From an optimization exercise on the open Yosys and OpenROAD flow, aimed at small area, a short achievable clock period and few clock cycles per item; shortcuts taken in it are not production practice. No functional check of the RTL was part of any run shown here.

==> design.v <==
module atang(
	input             clk,
	input             load,       
	input      [11:0] x,
	input      [11:0] y,
	output     [31:0] z,
	output            done        
    );
	reg  [32:0] xr;              
	reg  [34:0] rr;              
	reg  [31:0] zr;
	reg  [31:1] t;               
	wire [30:0] oh = t[31:1] & ~{t[30:1], 1'b0};    
	reg         dn;              
	wire d = rr[34];             
	wire dx = ~dn;
	reg  [29:0] a;
	wire [29:0] anext = ({30{oh[0]}} & 30'h1C128E80) |
	                    ({30{oh[1]}} & 30'h0E400224) |
	                    ({30{oh[2]}} & 30'h0727154C) |
	                    ({30{oh[3]}} & 30'h03946F29) |
	                    ({30{oh[4]}} & 30'h01CA5435) |
	                    ({30{oh[5]}} & 30'h00E52D8D) |
	                    ({30{oh[6]}} & 30'h007296C6) |
	                    ({30{~t[7]}} & {1'b0, a[29:1]});
	wire [32:0] xmask;
	assign xmask[0] = 1'b0;
	assign xmask[1] = t[1];
	assign xmask[2] = t[2];
	assign xmask[3] = t[3];
	assign xmask[4] = t[4];
	assign xmask[5] = t[5];
	assign xmask[6] = t[6];
	assign xmask[7] = t[7];
	assign xmask[8] = t[8];
	assign xmask[9] = t[9];
	assign xmask[10] = t[10];
	assign xmask[11] = t[11];
	assign xmask[12] = t[12];
	assign xmask[13] = t[13];
	assign xmask[14] = t[14];
	assign xmask[15] = t[15];
	assign xmask[16] = t[16];
	assign xmask[17] = t[17];
	assign xmask[18] = t[18];
	assign xmask[19] = t[19];
	assign xmask[20] = t[20];
	assign xmask[21] = t[21];
	assign xmask[22] = t[22];
	assign xmask[23] = t[23];
	assign xmask[24] = t[24];
	assign xmask[25] = t[25];
	assign xmask[26] = t[26];
	assign xmask[27] = t[27];
	assign xmask[28] = t[28];
	assign xmask[29] = t[29];
	assign xmask[30] = t[30];
	assign xmask[32:31] = 2'b11;
	wire [32:0] xm = xr & xmask;
	wire [32:0] ysh;
	assign ysh[0] = (oh[0] & rr[1]) | (oh[1] & rr[3]) | (oh[2] & rr[5]) | (oh[3] & rr[7]) | (oh[4] & rr[9]) | (oh[5] & rr[11]) | (oh[6] & rr[13]) | (oh[7] & rr[15]) | (oh[8] & rr[17]) | (oh[9] & rr[19]) | (oh[10] & rr[21]) | (oh[11] & rr[23]) | (oh[12] & rr[25]) | (oh[13] & rr[27]) | (oh[14] & rr[29]) | (oh[15] & rr[31]) | (oh[16] & rr[33]) | (rr[34] & ~t[17]);
	assign ysh[1] = (oh[0] & rr[2]) | (oh[1] & rr[4]) | (oh[2] & rr[6]) | (oh[3] & rr[8]) | (oh[4] & rr[10]) | (oh[5] & rr[12]) | (oh[6] & rr[14]) | (oh[7] & rr[16]) | (oh[8] & rr[18]) | (oh[9] & rr[20]) | (oh[10] & rr[22]) | (oh[11] & rr[24]) | (oh[12] & rr[26]) | (oh[13] & rr[28]) | (oh[14] & rr[30]) | (oh[15] & rr[32]) | (rr[34] & ~t[16]);
	assign ysh[2] = (oh[0] & rr[3]) | (oh[1] & rr[5]) | (oh[2] & rr[7]) | (oh[3] & rr[9]) | (oh[4] & rr[11]) | (oh[5] & rr[13]) | (oh[6] & rr[15]) | (oh[7] & rr[17]) | (oh[8] & rr[19]) | (oh[9] & rr[21]) | (oh[10] & rr[23]) | (oh[11] & rr[25]) | (oh[12] & rr[27]) | (oh[13] & rr[29]) | (oh[14] & rr[31]) | (oh[15] & rr[33]) | (rr[34] & ~t[16]);
	assign ysh[3] = (oh[0] & rr[4]) | (oh[1] & rr[6]) | (oh[2] & rr[8]) | (oh[3] & rr[10]) | (oh[4] & rr[12]) | (oh[5] & rr[14]) | (oh[6] & rr[16]) | (oh[7] & rr[18]) | (oh[8] & rr[20]) | (oh[9] & rr[22]) | (oh[10] & rr[24]) | (oh[11] & rr[26]) | (oh[12] & rr[28]) | (oh[13] & rr[30]) | (oh[14] & rr[32]) | (rr[34] & ~t[15]);
	assign ysh[4] = (oh[0] & rr[5]) | (oh[1] & rr[7]) | (oh[2] & rr[9]) | (oh[3] & rr[11]) | (oh[4] & rr[13]) | (oh[5] & rr[15]) | (oh[6] & rr[17]) | (oh[7] & rr[19]) | (oh[8] & rr[21]) | (oh[9] & rr[23]) | (oh[10] & rr[25]) | (oh[11] & rr[27]) | (oh[12] & rr[29]) | (oh[13] & rr[31]) | (oh[14] & rr[33]) | (rr[34] & ~t[15]);
	assign ysh[5] = (oh[0] & rr[6]) | (oh[1] & rr[8]) | (oh[2] & rr[10]) | (oh[3] & rr[12]) | (oh[4] & rr[14]) | (oh[5] & rr[16]) | (oh[6] & rr[18]) | (oh[7] & rr[20]) | (oh[8] & rr[22]) | (oh[9] & rr[24]) | (oh[10] & rr[26]) | (oh[11] & rr[28]) | (oh[12] & rr[30]) | (oh[13] & rr[32]) | (rr[34] & ~t[14]);
	assign ysh[6] = (oh[0] & rr[7]) | (oh[1] & rr[9]) | (oh[2] & rr[11]) | (oh[3] & rr[13]) | (oh[4] & rr[15]) | (oh[5] & rr[17]) | (oh[6] & rr[19]) | (oh[7] & rr[21]) | (oh[8] & rr[23]) | (oh[9] & rr[25]) | (oh[10] & rr[27]) | (oh[11] & rr[29]) | (oh[12] & rr[31]) | (oh[13] & rr[33]) | (rr[34] & ~t[14]);
	assign ysh[7] = (oh[0] & rr[8]) | (oh[1] & rr[10]) | (oh[2] & rr[12]) | (oh[3] & rr[14]) | (oh[4] & rr[16]) | (oh[5] & rr[18]) | (oh[6] & rr[20]) | (oh[7] & rr[22]) | (oh[8] & rr[24]) | (oh[9] & rr[26]) | (oh[10] & rr[28]) | (oh[11] & rr[30]) | (oh[12] & rr[32]) | (rr[34] & ~t[13]);
	assign ysh[8] = (oh[0] & rr[9]) | (oh[1] & rr[11]) | (oh[2] & rr[13]) | (oh[3] & rr[15]) | (oh[4] & rr[17]) | (oh[5] & rr[19]) | (oh[6] & rr[21]) | (oh[7] & rr[23]) | (oh[8] & rr[25]) | (oh[9] & rr[27]) | (oh[10] & rr[29]) | (oh[11] & rr[31]) | (oh[12] & rr[33]) | (rr[34] & ~t[13]);
	assign ysh[9] = (oh[0] & rr[10]) | (oh[1] & rr[12]) | (oh[2] & rr[14]) | (oh[3] & rr[16]) | (oh[4] & rr[18]) | (oh[5] & rr[20]) | (oh[6] & rr[22]) | (oh[7] & rr[24]) | (oh[8] & rr[26]) | (oh[9] & rr[28]) | (oh[10] & rr[30]) | (oh[11] & rr[32]) | (rr[34] & ~t[12]);
	assign ysh[10] = (oh[0] & rr[11]) | (oh[1] & rr[13]) | (oh[2] & rr[15]) | (oh[3] & rr[17]) | (oh[4] & rr[19]) | (oh[5] & rr[21]) | (oh[6] & rr[23]) | (oh[7] & rr[25]) | (oh[8] & rr[27]) | (oh[9] & rr[29]) | (oh[10] & rr[31]) | (oh[11] & rr[33]) | (rr[34] & ~t[12]);
	assign ysh[11] = (oh[0] & rr[12]) | (oh[1] & rr[14]) | (oh[2] & rr[16]) | (oh[3] & rr[18]) | (oh[4] & rr[20]) | (oh[5] & rr[22]) | (oh[6] & rr[24]) | (oh[7] & rr[26]) | (oh[8] & rr[28]) | (oh[9] & rr[30]) | (oh[10] & rr[32]) | (rr[34] & ~t[11]);
	assign ysh[12] = (oh[0] & rr[13]) | (oh[1] & rr[15]) | (oh[2] & rr[17]) | (oh[3] & rr[19]) | (oh[4] & rr[21]) | (oh[5] & rr[23]) | (oh[6] & rr[25]) | (oh[7] & rr[27]) | (oh[8] & rr[29]) | (oh[9] & rr[31]) | (oh[10] & rr[33]) | (rr[34] & ~t[11]);
	assign ysh[13] = (oh[0] & rr[14]) | (oh[1] & rr[16]) | (oh[2] & rr[18]) | (oh[3] & rr[20]) | (oh[4] & rr[22]) | (oh[5] & rr[24]) | (oh[6] & rr[26]) | (oh[7] & rr[28]) | (oh[8] & rr[30]) | (oh[9] & rr[32]) | (rr[34] & ~t[10]);
	assign ysh[14] = (oh[0] & rr[15]) | (oh[1] & rr[17]) | (oh[2] & rr[19]) | (oh[3] & rr[21]) | (oh[4] & rr[23]) | (oh[5] & rr[25]) | (oh[6] & rr[27]) | (oh[7] & rr[29]) | (oh[8] & rr[31]) | (oh[9] & rr[33]) | (rr[34] & ~t[10]);
	assign ysh[15] = (oh[0] & rr[16]) | (oh[1] & rr[18]) | (oh[2] & rr[20]) | (oh[3] & rr[22]) | (oh[4] & rr[24]) | (oh[5] & rr[26]) | (oh[6] & rr[28]) | (oh[7] & rr[30]) | (oh[8] & rr[32]) | (rr[34] & ~t[9]);
	assign ysh[16] = (oh[0] & rr[17]) | (oh[1] & rr[19]) | (oh[2] & rr[21]) | (oh[3] & rr[23]) | (oh[4] & rr[25]) | (oh[5] & rr[27]) | (oh[6] & rr[29]) | (oh[7] & rr[31]) | (oh[8] & rr[33]) | (rr[34] & ~t[9]);
	assign ysh[17] = (oh[0] & rr[18]) | (oh[1] & rr[20]) | (oh[2] & rr[22]) | (oh[3] & rr[24]) | (oh[4] & rr[26]) | (oh[5] & rr[28]) | (oh[6] & rr[30]) | (oh[7] & rr[32]) | (rr[34] & ~t[8]);
	assign ysh[18] = (oh[0] & rr[19]) | (oh[1] & rr[21]) | (oh[2] & rr[23]) | (oh[3] & rr[25]) | (oh[4] & rr[27]) | (oh[5] & rr[29]) | (oh[6] & rr[31]) | (oh[7] & rr[33]) | (rr[34] & ~t[8]);
	assign ysh[19] = (oh[0] & rr[20]) | (oh[1] & rr[22]) | (oh[2] & rr[24]) | (oh[3] & rr[26]) | (oh[4] & rr[28]) | (oh[5] & rr[30]) | (oh[6] & rr[32]) | (rr[34] & ~t[7]);
	assign ysh[20] = (oh[0] & rr[21]) | (oh[1] & rr[23]) | (oh[2] & rr[25]) | (oh[3] & rr[27]) | (oh[4] & rr[29]) | (oh[5] & rr[31]) | (oh[6] & rr[33]) | (rr[34] & ~t[7]);
	assign ysh[21] = (oh[0] & rr[22]) | (oh[1] & rr[24]) | (oh[2] & rr[26]) | (oh[3] & rr[28]) | (oh[4] & rr[30]) | (oh[5] & rr[32]) | (rr[34] & ~t[6]);
	assign ysh[22] = (oh[0] & rr[23]) | (oh[1] & rr[25]) | (oh[2] & rr[27]) | (oh[3] & rr[29]) | (oh[4] & rr[31]) | (oh[5] & rr[33]) | (rr[34] & ~t[6]);
	assign ysh[23] = (oh[0] & rr[24]) | (oh[1] & rr[26]) | (oh[2] & rr[28]) | (oh[3] & rr[30]) | (oh[4] & rr[32]) | (rr[34] & ~t[5]);
	assign ysh[24] = (oh[0] & rr[25]) | (oh[1] & rr[27]) | (oh[2] & rr[29]) | (oh[3] & rr[31]) | (oh[4] & rr[33]) | (rr[34] & ~t[5]);
	assign ysh[25] = (oh[0] & rr[26]) | (oh[1] & rr[28]) | (oh[2] & rr[30]) | (oh[3] & rr[32]) | (rr[34] & ~t[4]);
	assign ysh[26] = (oh[0] & rr[27]) | (oh[1] & rr[29]) | (oh[2] & rr[31]) | (oh[3] & rr[33]) | (rr[34] & ~t[4]);
	assign ysh[27] = (oh[0] & rr[28]) | (oh[1] & rr[30]) | (oh[2] & rr[32]) | (rr[34] & ~t[3]);
	assign ysh[28] = (oh[0] & rr[29]) | (oh[1] & rr[31]) | (oh[2] & rr[33]) | (rr[34] & ~t[3]);
	assign ysh[29] = (oh[0] & rr[30]) | (oh[1] & rr[32]) | (rr[34] & ~t[2]);
	assign ysh[30] = (oh[0] & rr[31]) | (oh[1] & rr[33]) | (rr[34] & ~t[2]);
	assign ysh[31] = (oh[0] & rr[32]) | (rr[34] & ~t[1]);
	assign ysh[32] = (oh[0] & rr[33]) | (rr[34] & ~t[1]);
	wire [34:0] rnext;
	wire [32:0] xnext;
	wire [31:0] znext;
	add35 radd(.a({rr[33:0], 1'b0}), .b({2'b00, xm} ^ {35{~d}}), .ci(~d), .s(rnext));
	add33 xadd(.a(xr), .b(ysh ^ {33{dx}}), .ci(dx), .s(xnext));
	add32 zadd(.a(zr), .b({2'b00, a} ^ {32{dx}}), .ci(dx), .s(znext));
	wire [12:0] xy_sum, xy_dif;
	add13 sadd(.a({1'b0, x}), .b({1'b0, y}), .ci(1'b0), .s(xy_sum));
	add13 dadd(.a({1'b0, y}), .b(~{1'b0, x}), .ci(1'b1), .s(xy_dif));
	always @(posedge clk) begin
		t <= load ? 31'h7fffffff : {t[30:1], 1'b0};
		a <= load ? 30'h35214E63 : anext;
		dn <= load ? ~xy_dif[12] : ~rnext[34];
		if (load) begin
			xr <= {1'b0, xy_sum, 19'b0};
			rr <= {{3{xy_dif[12]}}, xy_dif, 19'b0};
			zr <= 32'h5A000000;
		end else begin
			xr <= xnext;
			rr <= rnext;
			zr <= znext;
		end
	end
	wire [14:0] zl = zr[14:0] ^ {15{dn}};
	assign done = ~|a[29:14] & (zl >= {a[13:0], 1'b0});
	assign z = zr;
endmodule
module add35(input [34:0] a, input [34:0] b, input ci, output [34:0] s);
	wire [34:0] p0 = a ^ b;
	wire [34:0] g0 = a & b;
	wire gc0 = g0[0] | (p0[0] & ci);
	wire gn1 = g0[1] | (p0[1] & gc0);
	wire gn2 = g0[3] | (p0[3] & g0[2]);
	wire pn2 = p0[3] & p0[2];
	wire gn3 = g0[5] | (p0[5] & g0[4]);
	wire pn3 = p0[5] & p0[4];
	wire gn4 = g0[7] | (p0[7] & g0[6]);
	wire pn4 = p0[7] & p0[6];
	wire gn5 = g0[9] | (p0[9] & g0[8]);
	wire pn5 = p0[9] & p0[8];
	wire gn6 = g0[11] | (p0[11] & g0[10]);
	wire pn6 = p0[11] & p0[10];
	wire gn7 = g0[13] | (p0[13] & g0[12]);
	wire pn7 = p0[13] & p0[12];
	wire gn8 = g0[15] | (p0[15] & g0[14]);
	wire pn8 = p0[15] & p0[14];
	wire gn9 = g0[17] | (p0[17] & g0[16]);
	wire pn9 = p0[17] & p0[16];
	wire gn10 = g0[19] | (p0[19] & g0[18]);
	wire pn10 = p0[19] & p0[18];
	wire gn11 = g0[21] | (p0[21] & g0[20]);
	wire pn11 = p0[21] & p0[20];
	wire gn12 = g0[23] | (p0[23] & g0[22]);
	wire pn12 = p0[23] & p0[22];
	wire gn13 = g0[25] | (p0[25] & g0[24]);
	wire pn13 = p0[25] & p0[24];
	wire gn14 = g0[27] | (p0[27] & g0[26]);
	wire pn14 = p0[27] & p0[26];
	wire gn15 = g0[29] | (p0[29] & g0[28]);
	wire pn15 = p0[29] & p0[28];
	wire gn16 = g0[31] | (p0[31] & g0[30]);
	wire pn16 = p0[31] & p0[30];
	wire gn17 = g0[33] | (p0[33] & g0[32]);
	wire pn17 = p0[33] & p0[32];
	wire gn18 = g0[2] | (p0[2] & gn1);
	wire gn19 = gn2 | (pn2 & gn1);
	wire gn20 = g0[6] | (p0[6] & gn3);
	wire pn20 = p0[6] & pn3;
	wire gn21 = gn4 | (pn4 & gn3);
	wire pn21 = pn4 & pn3;
	wire gn22 = g0[10] | (p0[10] & gn5);
	wire pn22 = p0[10] & pn5;
	wire gn23 = gn6 | (pn6 & gn5);
	wire pn23 = pn6 & pn5;
	wire gn24 = g0[14] | (p0[14] & gn7);
	wire pn24 = p0[14] & pn7;
	wire gn25 = gn8 | (pn8 & gn7);
	wire pn25 = pn8 & pn7;
	wire gn26 = g0[18] | (p0[18] & gn9);
	wire pn26 = p0[18] & pn9;
	wire gn27 = gn10 | (pn10 & gn9);
	wire pn27 = pn10 & pn9;
	wire gn28 = g0[22] | (p0[22] & gn11);
	wire pn28 = p0[22] & pn11;
	wire gn29 = gn12 | (pn12 & gn11);
	wire pn29 = pn12 & pn11;
	wire gn30 = g0[26] | (p0[26] & gn13);
	wire pn30 = p0[26] & pn13;
	wire gn31 = gn14 | (pn14 & gn13);
	wire pn31 = pn14 & pn13;
	wire gn32 = g0[30] | (p0[30] & gn15);
	wire pn32 = p0[30] & pn15;
	wire gn33 = gn16 | (pn16 & gn15);
	wire pn33 = pn16 & pn15;
	wire gn34 = g0[34] | (p0[34] & gn17);
	wire pn34 = p0[34] & pn17;
	wire gn35 = g0[4] | (p0[4] & gn19);
	wire gn36 = gn3 | (pn3 & gn19);
	wire gn37 = gn20 | (pn20 & gn19);
	wire gn38 = gn21 | (pn21 & gn19);
	wire gn39 = g0[12] | (p0[12] & gn23);
	wire pn39 = p0[12] & pn23;
	wire gn40 = gn7 | (pn7 & gn23);
	wire pn40 = pn7 & pn23;
	wire gn41 = gn24 | (pn24 & gn23);
	wire pn41 = pn24 & pn23;
	wire gn42 = gn25 | (pn25 & gn23);
	wire pn42 = pn25 & pn23;
	wire gn43 = g0[20] | (p0[20] & gn27);
	wire pn43 = p0[20] & pn27;
	wire gn44 = gn11 | (pn11 & gn27);
	wire pn44 = pn11 & pn27;
	wire gn45 = gn28 | (pn28 & gn27);
	wire pn45 = pn28 & pn27;
	wire gn46 = gn29 | (pn29 & gn27);
	wire pn46 = pn29 & pn27;
	wire gn47 = g0[28] | (p0[28] & gn31);
	wire pn47 = p0[28] & pn31;
	wire gn48 = gn15 | (pn15 & gn31);
	wire pn48 = pn15 & pn31;
	wire gn49 = gn32 | (pn32 & gn31);
	wire pn49 = pn32 & pn31;
	wire gn50 = gn33 | (pn33 & gn31);
	wire pn50 = pn33 & pn31;
	wire gn51 = g0[8] | (p0[8] & gn38);
	wire gn52 = gn5 | (pn5 & gn38);
	wire gn53 = gn22 | (pn22 & gn38);
	wire gn54 = gn23 | (pn23 & gn38);
	wire gn55 = gn39 | (pn39 & gn38);
	wire gn56 = gn40 | (pn40 & gn38);
	wire gn57 = gn41 | (pn41 & gn38);
	wire gn58 = gn42 | (pn42 & gn38);
	wire gn59 = g0[24] | (p0[24] & gn46);
	wire pn59 = p0[24] & pn46;
	wire gn60 = gn13 | (pn13 & gn46);
	wire pn60 = pn13 & pn46;
	wire gn61 = gn30 | (pn30 & gn46);
	wire pn61 = pn30 & pn46;
	wire gn62 = gn31 | (pn31 & gn46);
	wire pn62 = pn31 & pn46;
	wire gn63 = gn47 | (pn47 & gn46);
	wire pn63 = pn47 & pn46;
	wire gn64 = gn48 | (pn48 & gn46);
	wire pn64 = pn48 & pn46;
	wire gn65 = gn49 | (pn49 & gn46);
	wire pn65 = pn49 & pn46;
	wire gn66 = gn50 | (pn50 & gn46);
	wire pn66 = pn50 & pn46;
	wire gn67 = g0[16] | (p0[16] & gn58);
	wire gn68 = gn9 | (pn9 & gn58);
	wire gn69 = gn26 | (pn26 & gn58);
	wire gn70 = gn27 | (pn27 & gn58);
	wire gn71 = gn43 | (pn43 & gn58);
	wire gn72 = gn44 | (pn44 & gn58);
	wire gn73 = gn45 | (pn45 & gn58);
	wire gn74 = gn46 | (pn46 & gn58);
	wire gn75 = gn59 | (pn59 & gn58);
	wire gn76 = gn60 | (pn60 & gn58);
	wire gn77 = gn61 | (pn61 & gn58);
	wire gn78 = gn62 | (pn62 & gn58);
	wire gn79 = gn63 | (pn63 & gn58);
	wire gn80 = gn64 | (pn64 & gn58);
	wire gn81 = gn65 | (pn65 & gn58);
	wire gn82 = gn66 | (pn66 & gn58);
	wire gn83 = g0[32] | (p0[32] & gn82);
	wire gn84 = gn17 | (pn17 & gn82);
	wire gn85 = gn34 | (pn34 & gn82);
	wire [34:0] c;
	assign c[0] = ci;
	assign c[1] = gc0;
	assign c[2] = gn1;
	assign c[3] = gn18;
	assign c[4] = gn19;
	assign c[5] = gn35;
	assign c[6] = gn36;
	assign c[7] = gn37;
	assign c[8] = gn38;
	assign c[9] = gn51;
	assign c[10] = gn52;
	assign c[11] = gn53;
	assign c[12] = gn54;
	assign c[13] = gn55;
	assign c[14] = gn56;
	assign c[15] = gn57;
	assign c[16] = gn58;
	assign c[17] = gn67;
	assign c[18] = gn68;
	assign c[19] = gn69;
	assign c[20] = gn70;
	assign c[21] = gn71;
	assign c[22] = gn72;
	assign c[23] = gn73;
	assign c[24] = gn74;
	assign c[25] = gn75;
	assign c[26] = gn76;
	assign c[27] = gn77;
	assign c[28] = gn78;
	assign c[29] = gn79;
	assign c[30] = gn80;
	assign c[31] = gn81;
	assign c[32] = gn82;
	assign c[33] = gn83;
	assign c[34] = gn84;
	assign s = p0 ^ c;
endmodule
module add33(input [32:0] a, input [32:0] b, input ci, output [32:0] s);
	wire [32:0] p0 = a ^ b;
	wire [32:0] g0 = a & b;
	wire gc0 = g0[0] | (p0[0] & ci);
	wire gn1 = g0[1] | (p0[1] & gc0);
	wire gn2 = g0[3] | (p0[3] & g0[2]);
	wire pn2 = p0[3] & p0[2];
	wire gn3 = g0[5] | (p0[5] & g0[4]);
	wire pn3 = p0[5] & p0[4];
	wire gn4 = g0[7] | (p0[7] & g0[6]);
	wire pn4 = p0[7] & p0[6];
	wire gn5 = g0[9] | (p0[9] & g0[8]);
	wire pn5 = p0[9] & p0[8];
	wire gn6 = g0[11] | (p0[11] & g0[10]);
	wire pn6 = p0[11] & p0[10];
	wire gn7 = g0[13] | (p0[13] & g0[12]);
	wire pn7 = p0[13] & p0[12];
	wire gn8 = g0[15] | (p0[15] & g0[14]);
	wire pn8 = p0[15] & p0[14];
	wire gn9 = g0[17] | (p0[17] & g0[16]);
	wire pn9 = p0[17] & p0[16];
	wire gn10 = g0[19] | (p0[19] & g0[18]);
	wire pn10 = p0[19] & p0[18];
	wire gn11 = g0[21] | (p0[21] & g0[20]);
	wire pn11 = p0[21] & p0[20];
	wire gn12 = g0[23] | (p0[23] & g0[22]);
	wire pn12 = p0[23] & p0[22];
	wire gn13 = g0[25] | (p0[25] & g0[24]);
	wire pn13 = p0[25] & p0[24];
	wire gn14 = g0[27] | (p0[27] & g0[26]);
	wire pn14 = p0[27] & p0[26];
	wire gn15 = g0[29] | (p0[29] & g0[28]);
	wire pn15 = p0[29] & p0[28];
	wire gn16 = g0[31] | (p0[31] & g0[30]);
	wire pn16 = p0[31] & p0[30];
	wire gn17 = g0[2] | (p0[2] & gn1);
	wire gn18 = gn2 | (pn2 & gn1);
	wire gn19 = g0[6] | (p0[6] & gn3);
	wire pn19 = p0[6] & pn3;
	wire gn20 = gn4 | (pn4 & gn3);
	wire pn20 = pn4 & pn3;
	wire gn21 = g0[10] | (p0[10] & gn5);
	wire pn21 = p0[10] & pn5;
	wire gn22 = gn6 | (pn6 & gn5);
	wire pn22 = pn6 & pn5;
	wire gn23 = g0[14] | (p0[14] & gn7);
	wire pn23 = p0[14] & pn7;
	wire gn24 = gn8 | (pn8 & gn7);
	wire pn24 = pn8 & pn7;
	wire gn25 = g0[18] | (p0[18] & gn9);
	wire pn25 = p0[18] & pn9;
	wire gn26 = gn10 | (pn10 & gn9);
	wire pn26 = pn10 & pn9;
	wire gn27 = g0[22] | (p0[22] & gn11);
	wire pn27 = p0[22] & pn11;
	wire gn28 = gn12 | (pn12 & gn11);
	wire pn28 = pn12 & pn11;
	wire gn29 = g0[26] | (p0[26] & gn13);
	wire pn29 = p0[26] & pn13;
	wire gn30 = gn14 | (pn14 & gn13);
	wire pn30 = pn14 & pn13;
	wire gn31 = g0[30] | (p0[30] & gn15);
	wire pn31 = p0[30] & pn15;
	wire gn32 = gn16 | (pn16 & gn15);
	wire pn32 = pn16 & pn15;
	wire gn33 = g0[4] | (p0[4] & gn18);
	wire gn34 = gn3 | (pn3 & gn18);
	wire gn35 = gn19 | (pn19 & gn18);
	wire gn36 = gn20 | (pn20 & gn18);
	wire gn37 = g0[12] | (p0[12] & gn22);
	wire pn37 = p0[12] & pn22;
	wire gn38 = gn7 | (pn7 & gn22);
	wire pn38 = pn7 & pn22;
	wire gn39 = gn23 | (pn23 & gn22);
	wire pn39 = pn23 & pn22;
	wire gn40 = gn24 | (pn24 & gn22);
	wire pn40 = pn24 & pn22;
	wire gn41 = g0[20] | (p0[20] & gn26);
	wire pn41 = p0[20] & pn26;
	wire gn42 = gn11 | (pn11 & gn26);
	wire pn42 = pn11 & pn26;
	wire gn43 = gn27 | (pn27 & gn26);
	wire pn43 = pn27 & pn26;
	wire gn44 = gn28 | (pn28 & gn26);
	wire pn44 = pn28 & pn26;
	wire gn45 = g0[28] | (p0[28] & gn30);
	wire pn45 = p0[28] & pn30;
	wire gn46 = gn15 | (pn15 & gn30);
	wire pn46 = pn15 & pn30;
	wire gn47 = gn31 | (pn31 & gn30);
	wire pn47 = pn31 & pn30;
	wire gn48 = gn32 | (pn32 & gn30);
	wire pn48 = pn32 & pn30;
	wire gn49 = g0[8] | (p0[8] & gn36);
	wire gn50 = gn5 | (pn5 & gn36);
	wire gn51 = gn21 | (pn21 & gn36);
	wire gn52 = gn22 | (pn22 & gn36);
	wire gn53 = gn37 | (pn37 & gn36);
	wire gn54 = gn38 | (pn38 & gn36);
	wire gn55 = gn39 | (pn39 & gn36);
	wire gn56 = gn40 | (pn40 & gn36);
	wire gn57 = g0[24] | (p0[24] & gn44);
	wire pn57 = p0[24] & pn44;
	wire gn58 = gn13 | (pn13 & gn44);
	wire pn58 = pn13 & pn44;
	wire gn59 = gn29 | (pn29 & gn44);
	wire pn59 = pn29 & pn44;
	wire gn60 = gn30 | (pn30 & gn44);
	wire pn60 = pn30 & pn44;
	wire gn61 = gn45 | (pn45 & gn44);
	wire pn61 = pn45 & pn44;
	wire gn62 = gn46 | (pn46 & gn44);
	wire pn62 = pn46 & pn44;
	wire gn63 = gn47 | (pn47 & gn44);
	wire pn63 = pn47 & pn44;
	wire gn64 = gn48 | (pn48 & gn44);
	wire pn64 = pn48 & pn44;
	wire gn65 = g0[16] | (p0[16] & gn56);
	wire gn66 = gn9 | (pn9 & gn56);
	wire gn67 = gn25 | (pn25 & gn56);
	wire gn68 = gn26 | (pn26 & gn56);
	wire gn69 = gn41 | (pn41 & gn56);
	wire gn70 = gn42 | (pn42 & gn56);
	wire gn71 = gn43 | (pn43 & gn56);
	wire gn72 = gn44 | (pn44 & gn56);
	wire gn73 = gn57 | (pn57 & gn56);
	wire gn74 = gn58 | (pn58 & gn56);
	wire gn75 = gn59 | (pn59 & gn56);
	wire gn76 = gn60 | (pn60 & gn56);
	wire gn77 = gn61 | (pn61 & gn56);
	wire gn78 = gn62 | (pn62 & gn56);
	wire gn79 = gn63 | (pn63 & gn56);
	wire gn80 = gn64 | (pn64 & gn56);
	wire gn81 = g0[32] | (p0[32] & gn80);
	wire [32:0] c;
	assign c[0] = ci;
	assign c[1] = gc0;
	assign c[2] = gn1;
	assign c[3] = gn17;
	assign c[4] = gn18;
	assign c[5] = gn33;
	assign c[6] = gn34;
	assign c[7] = gn35;
	assign c[8] = gn36;
	assign c[9] = gn49;
	assign c[10] = gn50;
	assign c[11] = gn51;
	assign c[12] = gn52;
	assign c[13] = gn53;
	assign c[14] = gn54;
	assign c[15] = gn55;
	assign c[16] = gn56;
	assign c[17] = gn65;
	assign c[18] = gn66;
	assign c[19] = gn67;
	assign c[20] = gn68;
	assign c[21] = gn69;
	assign c[22] = gn70;
	assign c[23] = gn71;
	assign c[24] = gn72;
	assign c[25] = gn73;
	assign c[26] = gn74;
	assign c[27] = gn75;
	assign c[28] = gn76;
	assign c[29] = gn77;
	assign c[30] = gn78;
	assign c[31] = gn79;
	assign c[32] = gn80;
	assign s = p0 ^ c;
endmodule
module add32(input [31:0] a, input [31:0] b, input ci, output [31:0] s);
	wire [31:0] p0 = a ^ b;
	wire [31:0] g0 = a & b;
	wire gc0 = g0[0] | (p0[0] & ci);
	wire gn1 = g0[1] | (p0[1] & gc0);
	wire gn2 = g0[3] | (p0[3] & g0[2]);
	wire pn2 = p0[3] & p0[2];
	wire gn3 = g0[5] | (p0[5] & g0[4]);
	wire pn3 = p0[5] & p0[4];
	wire gn4 = g0[7] | (p0[7] & g0[6]);
	wire pn4 = p0[7] & p0[6];
	wire gn5 = g0[9] | (p0[9] & g0[8]);
	wire pn5 = p0[9] & p0[8];
	wire gn6 = g0[11] | (p0[11] & g0[10]);
	wire pn6 = p0[11] & p0[10];
	wire gn7 = g0[13] | (p0[13] & g0[12]);
	wire pn7 = p0[13] & p0[12];
	wire gn8 = g0[15] | (p0[15] & g0[14]);
	wire pn8 = p0[15] & p0[14];
	wire gn9 = g0[17] | (p0[17] & g0[16]);
	wire pn9 = p0[17] & p0[16];
	wire gn10 = g0[19] | (p0[19] & g0[18]);
	wire pn10 = p0[19] & p0[18];
	wire gn11 = g0[21] | (p0[21] & g0[20]);
	wire pn11 = p0[21] & p0[20];
	wire gn12 = g0[23] | (p0[23] & g0[22]);
	wire pn12 = p0[23] & p0[22];
	wire gn13 = g0[25] | (p0[25] & g0[24]);
	wire pn13 = p0[25] & p0[24];
	wire gn14 = g0[27] | (p0[27] & g0[26]);
	wire pn14 = p0[27] & p0[26];
	wire gn15 = g0[29] | (p0[29] & g0[28]);
	wire pn15 = p0[29] & p0[28];
	wire gn16 = g0[31] | (p0[31] & g0[30]);
	wire pn16 = p0[31] & p0[30];
	wire gn17 = g0[2] | (p0[2] & gn1);
	wire gn18 = gn2 | (pn2 & gn1);
	wire gn19 = g0[6] | (p0[6] & gn3);
	wire pn19 = p0[6] & pn3;
	wire gn20 = gn4 | (pn4 & gn3);
	wire pn20 = pn4 & pn3;
	wire gn21 = g0[10] | (p0[10] & gn5);
	wire pn21 = p0[10] & pn5;
	wire gn22 = gn6 | (pn6 & gn5);
	wire pn22 = pn6 & pn5;
	wire gn23 = g0[14] | (p0[14] & gn7);
	wire pn23 = p0[14] & pn7;
	wire gn24 = gn8 | (pn8 & gn7);
	wire pn24 = pn8 & pn7;
	wire gn25 = g0[18] | (p0[18] & gn9);
	wire pn25 = p0[18] & pn9;
	wire gn26 = gn10 | (pn10 & gn9);
	wire pn26 = pn10 & pn9;
	wire gn27 = g0[22] | (p0[22] & gn11);
	wire pn27 = p0[22] & pn11;
	wire gn28 = gn12 | (pn12 & gn11);
	wire pn28 = pn12 & pn11;
	wire gn29 = g0[26] | (p0[26] & gn13);
	wire pn29 = p0[26] & pn13;
	wire gn30 = gn14 | (pn14 & gn13);
	wire pn30 = pn14 & pn13;
	wire gn31 = g0[30] | (p0[30] & gn15);
	wire pn31 = p0[30] & pn15;
	wire gn32 = gn16 | (pn16 & gn15);
	wire pn32 = pn16 & pn15;
	wire gn33 = g0[4] | (p0[4] & gn18);
	wire gn34 = gn3 | (pn3 & gn18);
	wire gn35 = gn19 | (pn19 & gn18);
	wire gn36 = gn20 | (pn20 & gn18);
	wire gn37 = g0[12] | (p0[12] & gn22);
	wire pn37 = p0[12] & pn22;
	wire gn38 = gn7 | (pn7 & gn22);
	wire pn38 = pn7 & pn22;
	wire gn39 = gn23 | (pn23 & gn22);
	wire pn39 = pn23 & pn22;
	wire gn40 = gn24 | (pn24 & gn22);
	wire pn40 = pn24 & pn22;
	wire gn41 = g0[20] | (p0[20] & gn26);
	wire pn41 = p0[20] & pn26;
	wire gn42 = gn11 | (pn11 & gn26);
	wire pn42 = pn11 & pn26;
	wire gn43 = gn27 | (pn27 & gn26);
	wire pn43 = pn27 & pn26;
	wire gn44 = gn28 | (pn28 & gn26);
	wire pn44 = pn28 & pn26;
	wire gn45 = g0[28] | (p0[28] & gn30);
	wire pn45 = p0[28] & pn30;
	wire gn46 = gn15 | (pn15 & gn30);
	wire pn46 = pn15 & pn30;
	wire gn47 = gn31 | (pn31 & gn30);
	wire pn47 = pn31 & pn30;
	wire gn48 = gn32 | (pn32 & gn30);
	wire pn48 = pn32 & pn30;
	wire gn49 = g0[8] | (p0[8] & gn36);
	wire gn50 = gn5 | (pn5 & gn36);
	wire gn51 = gn21 | (pn21 & gn36);
	wire gn52 = gn22 | (pn22 & gn36);
	wire gn53 = gn37 | (pn37 & gn36);
	wire gn54 = gn38 | (pn38 & gn36);
	wire gn55 = gn39 | (pn39 & gn36);
	wire gn56 = gn40 | (pn40 & gn36);
	wire gn57 = g0[24] | (p0[24] & gn44);
	wire pn57 = p0[24] & pn44;
	wire gn58 = gn13 | (pn13 & gn44);
	wire pn58 = pn13 & pn44;
	wire gn59 = gn29 | (pn29 & gn44);
	wire pn59 = pn29 & pn44;
	wire gn60 = gn30 | (pn30 & gn44);
	wire pn60 = pn30 & pn44;
	wire gn61 = gn45 | (pn45 & gn44);
	wire pn61 = pn45 & pn44;
	wire gn62 = gn46 | (pn46 & gn44);
	wire pn62 = pn46 & pn44;
	wire gn63 = gn47 | (pn47 & gn44);
	wire pn63 = pn47 & pn44;
	wire gn64 = gn48 | (pn48 & gn44);
	wire pn64 = pn48 & pn44;
	wire gn65 = g0[16] | (p0[16] & gn56);
	wire gn66 = gn9 | (pn9 & gn56);
	wire gn67 = gn25 | (pn25 & gn56);
	wire gn68 = gn26 | (pn26 & gn56);
	wire gn69 = gn41 | (pn41 & gn56);
	wire gn70 = gn42 | (pn42 & gn56);
	wire gn71 = gn43 | (pn43 & gn56);
	wire gn72 = gn44 | (pn44 & gn56);
	wire gn73 = gn57 | (pn57 & gn56);
	wire gn74 = gn58 | (pn58 & gn56);
	wire gn75 = gn59 | (pn59 & gn56);
	wire gn76 = gn60 | (pn60 & gn56);
	wire gn77 = gn61 | (pn61 & gn56);
	wire gn78 = gn62 | (pn62 & gn56);
	wire gn79 = gn63 | (pn63 & gn56);
	wire gn80 = gn64 | (pn64 & gn56);
	wire [31:0] c;
	assign c[0] = ci;
	assign c[1] = gc0;
	assign c[2] = gn1;
	assign c[3] = gn17;
	assign c[4] = gn18;
	assign c[5] = gn33;
	assign c[6] = gn34;
	assign c[7] = gn35;
	assign c[8] = gn36;
	assign c[9] = gn49;
	assign c[10] = gn50;
	assign c[11] = gn51;
	assign c[12] = gn52;
	assign c[13] = gn53;
	assign c[14] = gn54;
	assign c[15] = gn55;
	assign c[16] = gn56;
	assign c[17] = gn65;
	assign c[18] = gn66;
	assign c[19] = gn67;
	assign c[20] = gn68;
	assign c[21] = gn69;
	assign c[22] = gn70;
	assign c[23] = gn71;
	assign c[24] = gn72;
	assign c[25] = gn73;
	assign c[26] = gn74;
	assign c[27] = gn75;
	assign c[28] = gn76;
	assign c[29] = gn77;
	assign c[30] = gn78;
	assign c[31] = gn79;
	assign s = p0 ^ c;
endmodule
module add13(input [12:0] a, input [12:0] b, input ci, output [12:0] s);
	wire [12:0] p0 = a ^ b;
	wire [12:0] g0 = a & b;
	wire gc0 = g0[0] | (p0[0] & ci);
	wire gn1 = g0[1] | (p0[1] & gc0);
	wire gn2 = g0[3] | (p0[3] & g0[2]);
	wire pn2 = p0[3] & p0[2];
	wire gn3 = g0[5] | (p0[5] & g0[4]);
	wire pn3 = p0[5] & p0[4];
	wire gn4 = g0[7] | (p0[7] & g0[6]);
	wire pn4 = p0[7] & p0[6];
	wire gn5 = g0[9] | (p0[9] & g0[8]);
	wire pn5 = p0[9] & p0[8];
	wire gn6 = g0[11] | (p0[11] & g0[10]);
	wire pn6 = p0[11] & p0[10];
	wire gn7 = g0[2] | (p0[2] & gn1);
	wire gn8 = gn2 | (pn2 & gn1);
	wire gn9 = g0[6] | (p0[6] & gn3);
	wire pn9 = p0[6] & pn3;
	wire gn10 = gn4 | (pn4 & gn3);
	wire pn10 = pn4 & pn3;
	wire gn11 = g0[10] | (p0[10] & gn5);
	wire pn11 = p0[10] & pn5;
	wire gn12 = gn6 | (pn6 & gn5);
	wire pn12 = pn6 & pn5;
	wire gn13 = g0[4] | (p0[4] & gn8);
	wire gn14 = gn3 | (pn3 & gn8);
	wire gn15 = gn9 | (pn9 & gn8);
	wire gn16 = gn10 | (pn10 & gn8);
	wire gn17 = g0[12] | (p0[12] & gn12);
	wire pn17 = p0[12] & pn12;
	wire gn18 = g0[8] | (p0[8] & gn16);
	wire gn19 = gn5 | (pn5 & gn16);
	wire gn20 = gn11 | (pn11 & gn16);
	wire gn21 = gn12 | (pn12 & gn16);
	wire gn22 = gn17 | (pn17 & gn16);
	wire [12:0] c;
	assign c[0] = ci;
	assign c[1] = gc0;
	assign c[2] = gn1;
	assign c[3] = gn7;
	assign c[4] = gn8;
	assign c[5] = gn13;
	assign c[6] = gn14;
	assign c[7] = gn15;
	assign c[8] = gn16;
	assign c[9] = gn18;
	assign c[10] = gn19;
	assign c[11] = gn20;
	assign c[12] = gn21;
	assign s = p0 ^ c;
endmodule
module conv_dec_ascii(
	input  [16:0] d_in,
	output [20:0] digits     
    );
	wire [6:0] i = d_in[16:10];
	wire [9:0] f = d_in[9:0];
	wire [13:0] m1 = {1'b0, f, 3'b0} + {3'b0, f, 1'b0};
	wire [13:0] m2 = {1'b0, m1[9:0], 3'b0} + {3'b0, m1[9:0], 1'b0};
	wire [13:0] m3 = {1'b0, m2[9:0], 3'b0} + {3'b0, m2[9:0], 1'b0};
	wire [3:0] qh = m1[13:10];
	wire [3:0] qt = m2[13:10];
	wire [3:0] qo = m3[13:10];
	wire [3:0] it = (i >= 7'd120) ? 4'd12 : (i >= 7'd110) ? 4'd11 : (i >= 7'd100) ? 4'd10 :
	                (i >= 7'd90) ? 4'd9 : (i >= 7'd80) ? 4'd8 : (i >= 7'd70) ? 4'd7 :
	                (i >= 7'd60) ? 4'd6 : (i >= 7'd50) ? 4'd5 : (i >= 7'd40) ? 4'd4 :
	                (i >= 7'd30) ? 4'd3 : (i >= 7'd20) ? 4'd2 : (i >= 7'd10) ? 4'd1 : 4'd0;
	wire [6:0] io = i - {it, 3'b0} - {2'b0, it, 1'b0};
	wire       ih = it[3] & (it[2] | it[1]);
	wire [8:0] ti = {ih, ih ? it - 4'd10 : it, io[3:0]};
	assign digits = {ti, qh, qt, qo};
endmodule
module CRC(
	input  [20:0] digits,    
	output [7:0]  crc
    );
	function [7:0] crc8;
		input [47:0] m;
		integer k;
		reg [7:0] c;
		reg fb;
		begin
			c = 8'h80;
			for (k = 47; k >= 0; k = k - 1) begin
				fb = c[7] ^ m[k];
				c = {c[6:0], 1'b0} ^ (fb ? 8'h31 : 8'h00);
			end
			crc8 = c;
		end
	endfunction
	wire [47:0] text = {7'b0011000, digits[20], 4'h3, digits[19:16], 4'h3, digits[15:12],
	                    4'h3, digits[11:8], 4'h3, digits[7:4], 4'h3, digits[3:0]};
	assign crc = crc8(text);
endmodule
module angle_frame(
	input clk,
	input rst,
	input start,
	input [11:0] x,
	input [11:0] y,
	output [55:0] frame,
	output frame_valid
    );
	reg        busy;
	reg        valid;
	reg  [20:0] dig;
	reg  [7:0]  crc_hi;          
	wire [31:0] z;
	wire [20:0] dig_next;
	wire [7:0]  crc_hi_next, crc_lo, crc_0;
	wire        done;
	atang Arctg_alg(.clk(clk), .load(start), .x(x), .y(y), .z(z), .done(done));
	conv_dec_ascii Conversie(.d_in(z[31:15]), .digits(dig_next));
	CRC crc_a(.digits({dig_next[20:4], 4'd0}), .crc(crc_hi_next));
	CRC crc_b(.digits({17'd0, dig[3:0]}), .crc(crc_lo));
	CRC crc_c(.digits(21'd0), .crc(crc_0));
	wire last = done;
	always @(posedge clk) begin
		dig <= dig_next;
		crc_hi <= crc_hi_next;
		if (rst) begin
			busy  <= 1'b0;
			valid <= 1'b0;
		end else begin
			busy  <= start | (busy & ~last);
			valid <= busy & last;
		end
	end
	assign frame = {7'b0011000, dig[20], 4'h3, dig[19:16], 4'h3, dig[15:12],
	                4'h3, dig[11:8], 4'h3, dig[7:4], 4'h3, dig[3:0],
	                crc_hi ^ crc_lo ^ crc_0};
	assign frame_valid = valid;
endmodule
==> run.sh <==
#!/bin/bash
# synth_recipe.tcl (not shown) runs the flow's synth.tcl, then flattens the netlist and writes it again
# the make line also repeats each setting of config.mk as NAME=value (left out here)
make -C /OpenROAD-flow-scripts/flow DESIGN_CONFIG=/design/flow/config.mk WORK_HOME=/design/flow/orfs CLKGATE_MAP_FILE= SYNTH_SCRIPT=/design/flow/synth_recipe.tcl finish
==> config.mk <==
export PLATFORM = sky130hd
export DESIGN_NAME = angle_frame
export DESIGN_NICKNAME = angle_frame
export VERILOG_FILES = /design/flow/design.v
export SDC_FILE = /design/flow/constraint.sdc
export NUM_CORES = 8
export LEC_CHECK = 0
export CAP_MARGIN = 20
export CORE_MARGIN = 2
export CORE_UTILIZATION = 40
export SETUP_SLACK_MARGIN = 3.8
export SLEW_MARGIN = 20
export SYNTH_MEMORY_MAX_BITS = 65536
==> constraint.sdc <==
create_clock -name core_clock -period 8.0 [get_ports {clk}]
set_input_delay 1.6000 -clock core_clock [delete_from_list [all_inputs] [get_ports {clk}]]
set_output_delay 1.6000 -clock core_clock [all_outputs]
set_load 0.01 [all_outputs]
==> results of run 1 <==
[stage by stage]
step / setup WS, ps / instances / cell area [um2] / utilization [%]
final: 3770 / 2311 / 17800 / 47.6
after global routing: 3600 / 2311 / 17800 / 47.6
after CTS: 3760 / 2256 / 16900 / 45.2
after detailed placement: 2710 / 2211 / 16000 / 42.7
after global placement: 2790 / 2211 / 16000 / 42.7
after floorplan: 3810 / 1747 / 15200 / -
[metal layers]
| layer | global-route usage [%] | wire [um] | up-vias | part of all wire [%] |
|---|---|---|---|---|
| met5 | 0 | 0 | - | 0 |
| met4 | 8.52 | 1490 | 0 | 3.8 |
| met3 | 3.30 | 2700 | 140 | 6.9 |
| met2 | 33.1 | 18100 | 488 | 46 |
| met1 | 24.9 | 17200 | 5891 | 44 |
| li1 | - | - | 6183 | - |
[cell families (layout without fill, tap and decap cells)]
| logic type | count (synthesis) | in the layout | share of synthesized area, % |
|---|---|---|---|
| muxes | 8 | 8 | 0.564 |
| buffers and inverters | 222 | 275 | 6.29 |
| and+or+nand+nor | 425 | 425 | 13.7 |
| other | 2 | 27 | 0.0498 |
| adders and majority gates | 182 | 182 | 16.3 |
| DFF | 191 | 191 | 25.3 |
| AOI/OAI and AO/OA | 430 | 430 | 21.3 |
| xor gates and xnor gates | 262 | 262 | 16.5 |
[Yosys cell counts (15+ instances only)]
cell type and instances:
clkbuf_1 70, nand3_1 24, nor2_1 134, nor2b_1 34, buf_1 19, or2_2 31
dfxtp_1 191, xnor2_1 175, a21oi_1 79, fa_1 25, nand2_1 89, nand2b_1 15
a22o_1 21, a22oi_1 46, a222oi_1 18, buf_4 30, xor2_1 69, nor3_1 38
a221oi_1 39, o21a_1 37, o21ai_0 56, inv_1 98, nand4_1 19, ha_1 156
a21o_1 27
[flip-flops by register name, indices dropped and copies added (netlist names)]
register,flops
Arctg_alg.a,30
Arctg_alg.rr,34
valid,1
Arctg_alg.dn,1
Arctg_alg.zr,32
Arctg_alg.xr,33
dig,21
busy,1
Arctg_alg.t,30
crc_hi,8
[area by class of cell]
cell class,count,area (um2)
Sequential cell,191,3890
Tap cell,511,639
Timing Repair Buffer,141,1370
Clock buffer,17,425
Clock inverter,15,186
Timing Repair inverter,2,8.76
Inverter,100,387
Multi-Input combinational cell,1334,10900
Fill cell,3591,19600
[repair_timing]
| item | CTS | global route |
|---|---|---|
| setup buffers | 10 | 51 |
| pin swaps | 17 | 37 |
| gates cloned | 3 | 4 |
| setup endpoints to repair | 58 | 27 |
| resized for setup | 69 | 96 |
[final timing paths]
path,slack (ps),end,from
worst max-delay path,3770,Arctg_alg.xr[31]$_DFF_P_,Arctg_alg.t[5]$_SDFF_PP1_
worst min-delay path,440,Arctg_alg.t[28]$_SDFF_PP1_,Arctg_alg.t[27]$_SDFF_PP1_
worst max register to register,3770,Arctg_alg.xr[31]$_DFF_P_,Arctg_alg.t[5]$_SDFF_PP1_
worst min register to register,440,Arctg_alg.t[28]$_SDFF_PP1_,Arctg_alg.t[27]$_SDFF_PP1_
==> run notes, run 1 <==
status complete, no violations; vias in the first global route approximately 12000; worst slew pin tran about 940 ps; Die Y a little under 200 um; WHS Path Cells 1; #FFs+latches synth around 190; top_reg_cell synth dfxtp_1; WP data required 8360 ps; CP max stage cell fa_2; Routability Congestion 0.929; grt ovf 0; Max-Cap Viols 0; routed len/inst approximately 17 um; Mean Syn Cell Area 8.76 um2; commonest non-fill, non-tap cell in the layout dfxtp_1; Layout Nets between 1500 and 2000; Crit Path Category flip-flop to flip-flop; Worst Hold Class flip-flop to flip-flop; Max FO, Critical Path 5; # DRC 0; CP Cell Sequence nor2b_4, buf_12, a22o_1, a221oi_2, and3_1, nand4_1, nor2_1, a21oi_2, fa_2, nor2b_1, o21a_1, o21a_1, o21ai_2, a21boi_2, o211ai_1, buf_4, a211oi_4, o2111ai_2, a21oi_2, o31a_1, o31ai_2, a31o_2; Setup Skew between 15 and 20 ps; Worst slew margin 37.2%; Starting Density 40.3%; RSZ-0062 raised after global routing true; hold_ws between 400 and 500 ps; Mapped Area 0.0151 mm2; Iter 0 DRT Violations 983; first-pass GRT wire length between 60000 and 70000 um; worst-skew pair later-pin latency around 470 ps; yosys warns 3; placed wire-length estimate between 20000 and 30000 um; H-tree levels 4; GR Util All Layers just under 20%; Via density 5.50; FF-to-FF path depth 22; clock sink count between 150 and 200; CP arrival approximately 4600 ps; largest net degree at the start of global routing 90; share of layout cells above drive strength 1 about 17%; post-layout min period around 4200 ps; worst path buffer plus inverter count 2; setup_tns 0 ps; number of CTS-inserted buffers 17; final setup vio count 0; initial antenna violation count 0; fraction of registers with async set/reset 0%; sequential area share after synthesis about a quarter; Slew Limit Fails 0; antenna cells 0; Clk Tree Root Cell clkbuf_16; IO Count 84; period utilization 52.9%; maximum clock path buffer count 2; crit-path leading delay family compound AO/OA/AOI/OAI gates; Die X-Extent a little under 200 um; Worst-path clk slew 80 ps; 1st-pass router iterations 9; leading area contributor after synthesis dfxtp_1; cell depth of the worst setup path 22; Synth area leaders dfxtp_1, ha_1, xnor2_1; Core ar. ~0.037 mm2; CP peak stage delay 370 ps; library cells used by synthesis 93; final hold violations 0; Post-synth EDFFs 0; Peak Freq ~0.24 GHz; share of the synthesized area in the top cell type between 20% and 30%; PortBufs 56; final WL about 40000 um; Critical Path Start Type flip-flop; Final ANT Viol Nets 0; Post-Synthesis Cells ~1700; Critical Path End Type flip-flop; Post-CTS Hold Fix Bufs 0; CTS tree built; vias after detailed routing ~13000; Rows about 70; DIE AREA 0.0393 mm2; Syn-to-layout area delta 17.9%; most frequent cells in the layout dfxtp_1, xnor2_1, ha_1
==> run 2, diff against run 1 <==
--- a/config.mk
+++ b/config.mk
@@ -10,3 +10,3 @@
 export CORE_UTILIZATION = 40
-export SETUP_SLACK_MARGIN = 3.8
+export SETUP_SLACK_MARGIN = 4.0
 export SLEW_MARGIN = 20
==> run 2 against run 1 <==
First-iteration DRC count grew 10%. Cell count grew 1.3%. Clock skew shrank 0.53 ps. Maximum frequency grew 1.7%.
==> run notes, run 2 <==
1st-pass router iterations 9 (unchanged); Mean Syn Cell Area 8.76 um2 (unchanged); post-layout min period 4160 ps (-72.4 ps); first-pass GRT wire length 65200 um (+4.8%); Worst Hold Class flip-flop to flip-flop; Layout Nets 2024 (+1.5%); sequential area share after synthesis 25.3% (unchanged); mux contribution to synthesized area 0.564% (unchanged); Final ANT Viol Nets 0 (unchanged); worst-skew pair later-pin latency 460 ps (about the same); Max FO, Critical Path 27 (+22); Via density 5.55 (+1.0%); fillcell total 3530 (-1.7%); IO Count 84 (unchanged); DIE AREA 0.0393 mm2 (unchanged); Mapped Area 0.0151 mm2 (unchanged); number of CTS-inserted buffers 17 (unchanged); Post-Synth Simple-Gate Area 13.7% (unchanged); Iter 0 DRT Violations 1081 (+10%); fraction of registers with async set/reset 0% (unchanged); Starting Density 40.3% (unchanged); final std cells w/o fill 2340 (+1.3%); antenna cells 0 (unchanged); placed inst area 0.0160 mm2 (about the same); Post-CTS Hold Fix Bufs 0 (unchanged); CP max stage cell dfxtp_4; final WL 40600 um (+3.1%); Largest regs Arctg_alg.rr (34), Arctg_alg.xr (33), Arctg_alg.zr (32); H-tree levels 4 (unchanged); worst path buffer plus inverter count 4 (+2); CP Cell Sequence buf_12, nor2b_4, buf_6, a22oi_1, nand4_1, nor2_1, xnor2_1, ha_1, o21a_1, o21a_1, o21ai_2, a21boi_2, o211ai_1, buf_4, a211oi_4, o2111ai_2, a21oi_2, o31a_1, buf_4, nor3_4, nor3_2; Die X-Extent 198 um (unchanged); Post-Synthesis Cells 1722 (unchanged); library cells used by synthesis 93 (unchanged); Crit Path Category flip-flop to flip-flop; yosys warns 3 (unchanged); crit-path leading delay family compound AO/OA/AOI/OAI gates; largest family of logic cells by synthesized area compound AO/OA/AOI/OAI gates; Post-synth EDFFs 0 (unchanged); vias after detailed routing 13000 (+2.3%); Syn-to-layout area delta 20.7%; GR Util All Layers 20.6% (+0.94 points); WP data required 8310 ps (-50 ps); share of the synthesized area in the top cell type 25.3% (unchanged); # DRC 0 (unchanged); top cells by count, synth dfxtp_1, xnor2_1, ha_1, nor2_1, inv_1; setup_tns 0 ps (unchanged); Max-Cap Viols 0 (unchanged); Critical Path Start Type flip-flop; Placed Cells 2211 (unchanged); leading area contributor after synthesis dfxtp_1; most frequent cells in the layout xnor2_1, dfxtp_1, ha_1; Die Y 198 um (unchanged); clock sink count 191 (unchanged); worst slew pin tran 915 ps (-27.6 ps); Clk Tree Root Cell clkbuf_16; Peak Freq 0.240 GHz (+1.7%); Compound-Gate Fraction of Synth Area 21.3% (unchanged); Rows 71 (unchanged); CP arrival 4470 ps (-120 ps); Largest Register Arctg_alg.rr; commonest non-fill, non-tap cell in the layout xnor2_1; Worst-path clk slew 80 ps (about the same); period utilization 52.0% (-0.90 points); final hold violations 0 (unchanged); routed len/inst 17.4 um (+1.8%); initial antenna violation count 0 (unchanged); largest net degree at the start of global routing 88 (-2.2%); Routability Congestion 0.938 (+0.96%); most frequent cell after synthesis dfxtp_1; grt ovf 0 (unchanged); Synth area leaders dfxtp_1, ha_1, xnor2_1; vias in the first global route 12700 (+3.0%); placed wire-length estimate 26700 um (-0.67%); Final Instance Area 0.0182 mm2 (+2.4%); Setup Skew 16.2 ps (-0.527 ps); Post-Synth XOR/XNOR Area 16.5% (unchanged); final setup vio count 0 (unchanged); maximum clock path buffer count 2 (unchanged); Critical Path End Type flip-flop; status complete, no violations; RSZ-0062 raised after global routing true; Worst slew margin 39.0% (+1.8 points); #FFs+latches synth 191 (unchanged); max reg flops 34 (unchanged); PortBufs 56 (unchanged); Post-Synth Adder-Cell Area 16.3% (unchanged); CP peak stage delay 370 ps (about the same); CTS tree built; Slew Limit Fails 0 (unchanged); share of layout cells above drive strength 1 19.0% (+2.5 points); Core ar. 0.0374 mm2 (unchanged); top_reg_cell synth dfxtp_1
## run 2: cell counts after synthesis
No cell type changed its count.
## run 2: final timing paths
kind	start	to	slack, ps	depth (start not counted)
worst min register to register	Arctg_alg.t[28]$_SDFF_PP1_	Arctg_alg.t[29]$_SDFF_PP1_	440	1
worst max-delay path	Arctg_alg.t[1]$_DFF_P_	Arctg_alg.xr[32]$_SDFF_PP0_	3840	21
worst max register to register	Arctg_alg.t[1]$_DFF_P_	Arctg_alg.xr[32]$_SDFF_PP0_	3840	21
worst min-delay path	Arctg_alg.t[28]$_SDFF_PP1_	Arctg_alg.t[29]$_SDFF_PP1_	440	1
## run 2: metal layers
layer  GRT usage [%]  vias to the layer above  part of all wire [%]
met2            34.9                      446                    47
met4            7.96                        0                   3.6
met3            3.93                      152                   6.0
li1                -                     6250                     -
met5               0                        -                     0
met1            25.9                     6145                    44
## run 2: kinds of logic after synthesis
logic type	count (synthesis)
AO/OA/AOI/OAI	430
XOR/XNOR	262
adder cells (fa/ha/maj)	182
buffers and inverters	222
flip-flops	191
multiplexers	8
other	2
AND/OR/NAND/NOR	425
## run 2: cell type report
type / count / area, um2 / share of cell area [%]
multi-input cells: 1335 / 11000 / 60.4
flip-flops and latches: 191 / 3900 / 21.4
repair buffers: 170 / 1690 / 9.28
well taps: 511 / 639 / 3.51
clock buffers: 17 / 425 / 2.34
inverters: 100 / 392 / 2.15
clock inverters: 15 / 163 / 0.893
repair inverters: 1 / 5.00 / 0.0275
## run 2: repair_timing
| action | in CTS | in global routing |
|---|---|---|
| setup buffers | 43 | 46 |
| endpoints found under the setup margin | 61 | 37 |
| cloned | 6 | 2 |
| pin swaps | 41 | 55 |
| resized for setup | 145 | 65 |
## run 2: per-stage QoR
step	hold WS [ps]	worst slack, ps	utilization [%]
2_1_floorplan	414	4010	-
3_3_place_gp	419	2970	42.7
3_5_place_dp	422	2880	42.7
4_1_cts	439	3920	47.0
5_1_grt	453	3700	48.7
6_report	440	3840	48.7
==> run 3, diff against run 2 <==
==> flow/run.sh (new file) <==
#!/bin/bash
# Layout flow: the standard flow (standard.sh), with the port buffers
# made of sky130_fd_sc_hd__buf_4 instead of the resizer's default choice.
# Every tool's output goes to a log file in this folder.
set -euo pipefail
bash standard.sh BUFFER_PORTS_ARGS="-buffer_cell sky130_fd_sc_hd__buf_4" finish > flow_standard.log 2>&1
==> standard.sh (new file) <==
#!/bin/bash
# synth_recipe.tcl (not shown) runs the flow's synth.tcl, then flattens the netlist and writes it again
# the make line also repeats each setting of config.mk as NAME=value (left out here)
make -C /OpenROAD-flow-scripts/flow DESIGN_CONFIG=/design/flow/config.mk WORK_HOME=/design/flow/orfs CLKGATE_MAP_FILE= SYNTH_SCRIPT=/design/flow/synth_recipe.tcl "${@:-finish}"
removed: run.sh
==> run 3 against run 2 <==
Die area unchanged. Final area up 0.60%. Register-to-register slack about the same. Synthesized cell count unchanged. Still clean on timing, DRC and antenna.
==> run notes, run 3 <==
most frequent cells in the layout dfxtp_1, xnor2_1, ha_1; Post-synth EDFFs 0 (unchanged); met2 usage 34.2% (-0.71 points); Iter 0 DRT Violations 1032 (-4.5%); Critical Path End Type flip-flop; largest net degree at the start of global routing 94 (+6.8%); Crit Path Category flip-flop to flip-flop; fraction of registers with async set/reset 0% (unchanged); IO Count 84 (unchanged); yosys warns 3 (unchanged); post-layout min period 4150 ps (-8.74 ps); Peak Freq 0.241 GHz (+0.21%); top cells by count, synth dfxtp_1, xnor2_1, ha_1, nor2_1, inv_1; Critical Path Start Type flip-flop; number of CTS-inserted buffers 17 (unchanged); Via density 5.53 (-0.43%); Routability Congestion 0.886 (-5.5%); Max FO, Critical Path 27 (unchanged); final std cells w/o fill 2362 (+0.94%); library cells used by synthesis 93 (unchanged); sequential area share after synthesis 25.3% (unchanged); CTS tree built; period utilization 51.9% (-0.11 points); Mapped Area 0.0151 mm2 (unchanged); clock sink count 191 (unchanged); Slew Limit Fails 0 (unchanged); final setup vio count 0 (unchanged); Starting Density 40.3% (unchanged); worst-skew pair later-pin latency 460 ps (about the same); #FFs+latches synth 191 (unchanged); fillcell total 3497 (-0.93%); worst slew pin tran 982 ps (+66.9 ps); Clk Tree Root Cell clkbuf_16; top_reg_cell synth dfxtp_1; antenna cells 0 (unchanged); max reg flops 34 (unchanged); Synth area leaders dfxtp_1, ha_1, xnor2_1; Max-Cap Viols 0 (unchanged); RSZ-0062 raised after global routing true; Core ar. 0.0374 mm2 (unchanged); final hold violations 0 (unchanged); DIE AREA 0.0393 mm2 (unchanged); H-tree levels 4 (unchanged); Post-Synthesis Cells 1722 (unchanged); most frequent cell after synthesis dfxtp_1; maximum clock path buffer count 2 (unchanged); initial antenna violation count 0 (unchanged); Largest Register Arctg_alg.rr; final WL 40700 um (+0.12%); post-layout util 49.0% (+0.29 points); Largest regs Arctg_alg.rr (34), Arctg_alg.xr (33), Arctg_alg.zr (32); CP arrival 4470 ps (about the same); global routing's busiest layer met2; Syn-to-layout area delta 21.4%; leading area contributor after synthesis dfxtp_1; Worst-path clk slew 80 ps (about the same); WP data required 8320 ps (about the same); routed len/inst 17.2 um (-0.81%); Placed Cells 2209 (-0.090%); setup_tns 0 ps (unchanged); Final ANT Viol Nets 0 (unchanged); Die Y 198 um (unchanged); # DRC 0 (unchanged); grt ovf 0 (unchanged); GR Util All Layers 20.3% (-0.31 points); share of layout cells above drive strength 1 22.7% (+3.7 points); PortBufs 56 (unchanged); share of the synthesized area in the top cell type 25.3% (unchanged); vias after detailed routing 13100 (+0.51%); Rows 71 (unchanged); vias in the first global route 12800 (+0.28%); Layout Nets 2046 (+1.1%); Mean Syn Cell Area 8.76 um2 (unchanged); Die X-Extent 198 um (unchanged); status complete, no violations; met3 Use GR 4.05% (+0.12 points); met1 Use GR 25.5% (-0.44 points); Post-CTS Hold Fix Bufs 0 (unchanged); Worst Hold Class flip-flop to flip-flop; Setup Skew 10.6 ps (-5.55 ps); 1st-pass router iterations 8 (-1); first-pass GRT wire length 64700 um (-0.78%); placed wire-length estimate 26600 um (-0.58%); Worst slew margin 34.5% (-4.5 points)
-- run 3: worst max-delay path, stage by stage (launching register included) --
cell and delay (ps):
dfxtp_2 390, nor2b_4 170, buf_6 190, a22o_1 240, a221oi_1 320, nand3_1 190, xnor2_1 160, ha_1 350
a21o_1 180, a21oi_2 280, and4b_1 360, a211oi_4 110, o2111ai_4 250, buf_4 170, nand2_4 70, a311oi_2 280
xor2_1 200, mux2i_1 90
-- run 3: area by class of cell --
cell class,instances,area [um2],area share [%]
clock buffers,17,425,2.32
clock inverters,15,189,1.03
inverters,100,393,2.14
multi-input cells,1334,11000,60.0
flip-flops and latches,191,3910,21.4
well taps,511,639,3.49
repair buffers,192,1760,9.63
repair inverters,2,10.0,0.0546
-- run 3: logic make-up after synthesis --
| logic type | count (synthesis) | synth area share, % |
|---|---|---|
| compound gates | 430 | 21.3 |
| simple gates | 425 | 13.7 |
| xor+xnor | 262 | 16.5 |
| buf+inv | 222 | 6.29 |
| flops | 191 | 25.3 |
| fa+ha+maj | 182 | 16.3 |
| mux | 8 | 0.564 |
| other cells | 2 | 0.0498 |
-- run 3: final timing paths --
| check | end | slack (ps) | startpoint | cells after the start |
|---|---|---|---|---|
| min reg2reg | Arctg_alg.t[29]$_SDFF_PP1_ | 440 | Arctg_alg.t[28]$_SDFF_PP1_ | 1 |
| max | Arctg_alg.xr[30]$_DFF_P_ | 3850 | Arctg_alg.t[3]$_SDFF_PP1_ | 17 |
| min | Arctg_alg.t[29]$_SDFF_PP1_ | 440 | Arctg_alg.t[28]$_SDFF_PP1_ | 1 |
| max reg2reg | Arctg_alg.xr[30]$_DFF_P_ | 3850 | Arctg_alg.t[3]$_SDFF_PP1_ | 17 |
-- run 3: per-stage QoR --
stage	hold WS [ps]	area, um2	setup slack, ps
after floorplan	414	15200	4010
after global placement	419	15800	2890
after detailed placement	421	15800	2850
after CTS	441	17500	3900
after global routing	456	18300	3640
final	440	18300	3850
-- run 3: routing by layer --
layer	vias to the layer above	share of wire (%)
met3	161	6.5
met2	489	47
met1	6135	43
met4	0	4.2
li1	6274	-
met5	-	0
-- run 3: repair_timing --
action                                  CTS  global route
gates resized for setup                 119           102
endpoints found under the setup margin   60            34
cloned                                    7             1
setup buffers                            58            55
pin swaps                                31            55

-- separate check: timing with driven ports --
Ports are ideal in the flow. The routed layouts listed here were re-timed in OpenROAD. Step 1 assumes that a clkbuf_16 drives the clock port and a buf_2 every other input. Step 2 also shifts input and output timing later by t, the mid clock arrival at the registers, as if the neighbouring blocks saw the same clock. Slacks: ideal / step 1 / step 2; pairs: ideal / step 1.
run | t, ns | setup WS [ns] | worst setup path after step 2 | slew at the worst register clock pin (ns)
run 1 | 0.514 | 3.769 / 3.769 / 3.535 | input to register | 0.09 / 0.09
run 2 | 0.507 | 3.841 / 3.841 / 3.670 | input to register | 0.09 / 0.09
run 3 | 0.504 | 3.850 / 3.850 / 3.649 | input to register | 0.09 / 0.09
After both steps every run listed still meets setup and hold. For run 1, which loses most, drivers alone change the setup slack by 0.000 ns; drivers and shift together by -0.234 ns.
